What follows belongs to an exercise in optimizing a design on an open flow for small area and a short achievable clock period; a production flow would make more cautious choices.
The RTL was checked by simulation tests, not by an equivalence proof against the original design.

==> run E: inputs <==
Design twist_mesh_top, start of the top module:
module twist_mesh_top #(
     parameter N_p = 4
)(
     input  logic                clk_i
    ,input  logic                reset_i
    ,input  logic [N_p*8-1:0]    in_weight_i
    ,input  logic [N_p-1:0]      in_lock_i
    ,input  logic [N_p*8-1:0]    in_ifmap_i
    ,input  logic [N_p*32-1:0]   in_psum_i
    ,input  logic                in_propagate_i
    ,input  logic                in_valid_i
    ,input  logic                in_last_i
    ,output logic [N_p*32-1:0]   out_psum_o
    ,output logic                out_valid_o
    ,output logic                out_last_o
);
make LEC_CHECK=0 CAP_MARGIN=20 CORE_MARGIN=2 CORE_UTILIZATION=60 SETUP_SLACK_MARGIN=5 SLEW_MARGIN=20 finish   # period 11.0 ns
run.sh (not shown) runs the stock make flow with config.mk's settings and CLKGATE_MAP_FILE= SYNTH_SCRIPT=/design/flow/synth_recipe.tcl, a recipe that flattens the netlist after the stock synthesis.
==> run M (differences from run E) <==
--- a/flow/design.v
+++ b/flow/design.v
@@ -1263,55 +1263,52 @@
             );
         end
     end
     for (genvar r = 0; r < N_p; r++) begin : g_psum
         logic [17:0] x0, y0, x0_r, y0_r;
         logic [15:0] h0_r;
         logic [3:0]  f0_r;       
-        logic        pos0, neg0, pos0_r, neg0_r;
         TwTree0 u_t0 (.a_i(in_ifmap_i[r]), .w_i(w0[r]), .s_i(in_psum_i[r][15:0]), .x_o(x0), .y_o(y0));
-        TwDet   u_d0 (.x_i(x0), .y_i(y0), .hp_i(in_psum_i[r][31:16] == 16'h7fff),
-                      .hn_i(in_psum_i[r][31:16] == 16'h8000), .pos_o(pos0), .neg_o(neg0));
         always_ff @(posedge clk_i) begin
-            x0_r   <= x0;
-            y0_r   <= y0;
-            pos0_r <= pos0;
-            neg0_r <= neg0;
-            h0_r   <= in_psum_i[r][31:16];
-            f0_r   <= {in_psum_i[r][31:16] == 16'h8001, in_psum_i[r][31:16] == 16'h8000,
-                       in_psum_i[r][31:16] == 16'h7fff, in_psum_i[r][31:16] == 16'h7ffe};
+            x0_r <= x0;
+            y0_r <= y0;
+            h0_r <= in_psum_i[r][31:16];
+            f0_r <= {in_psum_i[r][31:16] == 16'h8001, in_psum_i[r][31:16] == 16'h8000,
+                     in_psum_i[r][31:16] == 16'h7fff, in_psum_i[r][31:16] == 16'h7ffe};
         end
-        logic [17:0] xs0, ys0, x1, y1;
+        logic [17:0] x1u, y1u, x1, y1;
         logic [31:0] o1, o1_r;
-        logic        p1, n1, p1_r, n1_r;
-        TwSel   u_s0 (.x_i(x0_r), .y_i(y0_r), .pos_i(pos0_r), .neg_i(neg0_r), .x_o(xs0), .y_o(ys0));
-        TwTree2 u_t1 (.a_i(ifmap_r[r][1]), .w_i(w_act[r][1]), .xi_i(xs0), .yi_i(ys0), .x_o(x1), .y_o(y1));
-        TwFin   u_f1 (.x_i(x1), .y_i(y1), .cin_i(1'b0), .hi_i(h0_r),
+        logic        cin1, p1, n1, p1_r, n1_r;
+        TwTree2 u_t1 (.a_i(ifmap_r[r][1]), .w_i(w_act[r][1]), .xi_i(x0_r), .yi_i(y0_r), .x_o(x1u), .y_o(y1u));
+        TwCorr  u_c1 (.xi_i(x0_r), .yi_i(y0_r), .hp_i(f0_r[1]), .hn_i(f0_r[2]), .x3_i(x1u), .y3_i(y1u),
+                      .x_o(x1), .y_o(y1), .cin_o(cin1));
+        TwFin   u_f1 (.x_i(x1), .y_i(y1), .cin_i(cin1), .hi_i(h0_r),
                       .f7ffe_i(f0_r[0]), .f7fff_i(f0_r[1]), .f8000_i(f0_r[2]), .f8001_i(f0_r[3]),
                       .o_o(o1), .o7fff_o(p1), .o8000_o(n1));
         always_ff @(posedge clk_i) begin
             o1_r <= o1;
             p1_r <= p1;
             n1_r <= n1;
         end
-        logic [17:0] x2, y2, xs2, ys2, x3, y3, x3_r, y3_r;
+        logic [17:0] x2, y2, x3u, y3u, x3, y3, x3_r, y3_r;
         logic [15:0] h3_r;
-        logic        pos2, neg2, p3_r, n3_r;
+        logic        cin3, cin3_r, p3_r, n3_r;
         TwTree0 u_t2 (.a_i(ifmap_r[r][2]), .w_i(w_act[r][2]), .s_i(o1_r[15:0]), .x_o(x2), .y_o(y2));
-        TwDet   u_d2 (.x_i(x2), .y_i(y2), .hp_i(p1_r), .hn_i(n1_r), .pos_o(pos2), .neg_o(neg2));
-        TwSel   u_s2 (.x_i(x2), .y_i(y2), .pos_i(pos2), .neg_i(neg2), .x_o(xs2), .y_o(ys2));
-        TwTreeL u_t3 (.a_i(ifmap_r[(r+1)%N_p][2]), .w_i(w_nxt[r][3]), .xi_i(xs2), .yi_i(ys2), .x_o(x3), .y_o(y3));
+        TwTreeL u_t3 (.a_i(ifmap_r[(r+1)%N_p][2]), .w_i(w_nxt[r][3]), .xi_i(x2), .yi_i(y2), .x_o(x3u), .y_o(y3u));
+        TwCorr  u_c3 (.xi_i(x2), .yi_i(y2), .hp_i(p1_r), .hn_i(n1_r), .x3_i(x3u), .y3_i(y3u),
+                      .x_o(x3), .y_o(y3), .cin_o(cin3));
         always_ff @(posedge clk_i) begin
-            x3_r <= x3;
-            y3_r <= y3;
-            h3_r <= o1_r[31:16];
-            p3_r <= p1_r;
-            n3_r <= n1_r;
+            x3_r   <= x3;
+            y3_r   <= y3;
+            cin3_r <= cin3;
+            h3_r   <= o1_r[31:16];
+            p3_r   <= p1_r;
+            n3_r   <= n1_r;
         end
-        TwFin   u_f3 (.x_i(x3_r), .y_i(y3_r), .cin_i(1'b0), .hi_i(h3_r),
+        TwFin   u_f3 (.x_i(x3_r), .y_i(y3_r), .cin_i(cin3_r), .hi_i(h3_r),
                       .f7ffe_i(1'b0), .f7fff_i(p3_r), .f8000_i(n3_r), .f8001_i(1'b0),
                       .o_o(out_psum_o[r]), .o7fff_o(), .o8000_o());
     end
     assign out_valid_o = valid_r[N_p-1];
     assign out_last_o  = last_r[N_p-1];
 endmodule
 module twist_mesh_top #(
==> flow/config.mk (replaced) <==
export PLATFORM = sky130hd
export DESIGN_NAME = twist_mesh_top
export DESIGN_NICKNAME = twist_mesh_top
export VERILOG_FILES = /design/flow/design.v
export SDC_FILE = /design/flow/constraint.sdc
export NUM_CORES = 4
export LEC_CHECK = 0
export CAP_MARGIN = 20
export CORE_MARGIN = 2
export CORE_UTILIZATION = 40
export SLEW_MARGIN = 20
==> flow_metrics.py <==
metrics = {
    "outcome": {
        "status": "complete, no violations",
    },
    "routing": {
        "routed_via_density": 5.13,
    },
    "placement": {
        "dpl-instance-area_sq_um": 84700,
    },
    "global_routing": {
        "antenna_found_initial": 24,
    },
    "worst_setup_path": {
        "reg2reg_setup_slack_ps": 3140,
        "cp_cell_sequence": "fa_1, a21oi_1, o21bai_1, a2111oi_0, o211ai_1, a41oi_1, o21ai_0, a21oi_1, xnor2_1, nand3_2, a21oi_1, clkdlybuf4s50_1",
    },
    "finish": {
        "finalNetCount": 10418,
    },
    "yosys": {
        "syn_area_per_cell_sq_um": 9.22,
        "synth_area_leaders": "fa_1 (26%), dfxtp_1 (26%), ha_1 (6.9%)",
    },
    "power_and_ir_drop": {
        "pg_seq_mw": 5.06,
    },
    "timing": {
        "hold_ws_ps": 326,
    },
}
the above is filed under run M

==> flow_metrics.py <==
metrics = {
    "yosys": {
        "syn_area_per_cell_sq_um": 9.54,
        "synth_area_leaders": "dfxtp_1 (28%), fa_1 (25%), ha_1 (7.4%)",
    },
    "routing": {
        "routed_via_density": 5.68,
    },
    "worst_setup_path": {
        "reg2reg_setup_slack_ps": 5080,
    },
    "outcome": {
        "status": "complete, no violations",
    },
    "power_and_ir_drop": {
        "pg_seq_mw": 5.05,
    },
    "placement": {
        "dpl-instance-area_sq_um": 76400,
    },
    "timing": {
        "hold_ws_ps": 322,
    },
}
the above is filed under run E

[re-timing with driven ports]
No port has a modelled driver above. Below, the same layouts with a new extraction and two added sets of constraints. Step 1: set_driving_cell puts a clkbuf_16 on clk_i and a buf_2 on each other input, an assumption about the parent block. Step 2 also shifts input and output timing later by t, the mid clock arrival at the registers, as if the neighbouring blocks saw the same clock. a / b / c = ideal ports / drivers / drivers and shift; a / b = the first two.
| run | shift t [ns] | slack for setup (ns) | worst register clock-pin slew, ns | pins driven straight from the clock port |
|---|---|---|---|---|
| run E | 0.786 | 4.902 / 4.825 / 4.111 | 0.07 / 0.07 | 1 |
| run M | 0.826 | 3.122 / 3.039 / 3.136 | 0.07 / 0.07 | 1 |
After both steps setup and hold are still met in every run listed. For run E, which loses most, drivers alone change the setup slack by -0.077 ns; drivers and shift together by -0.791 ns.
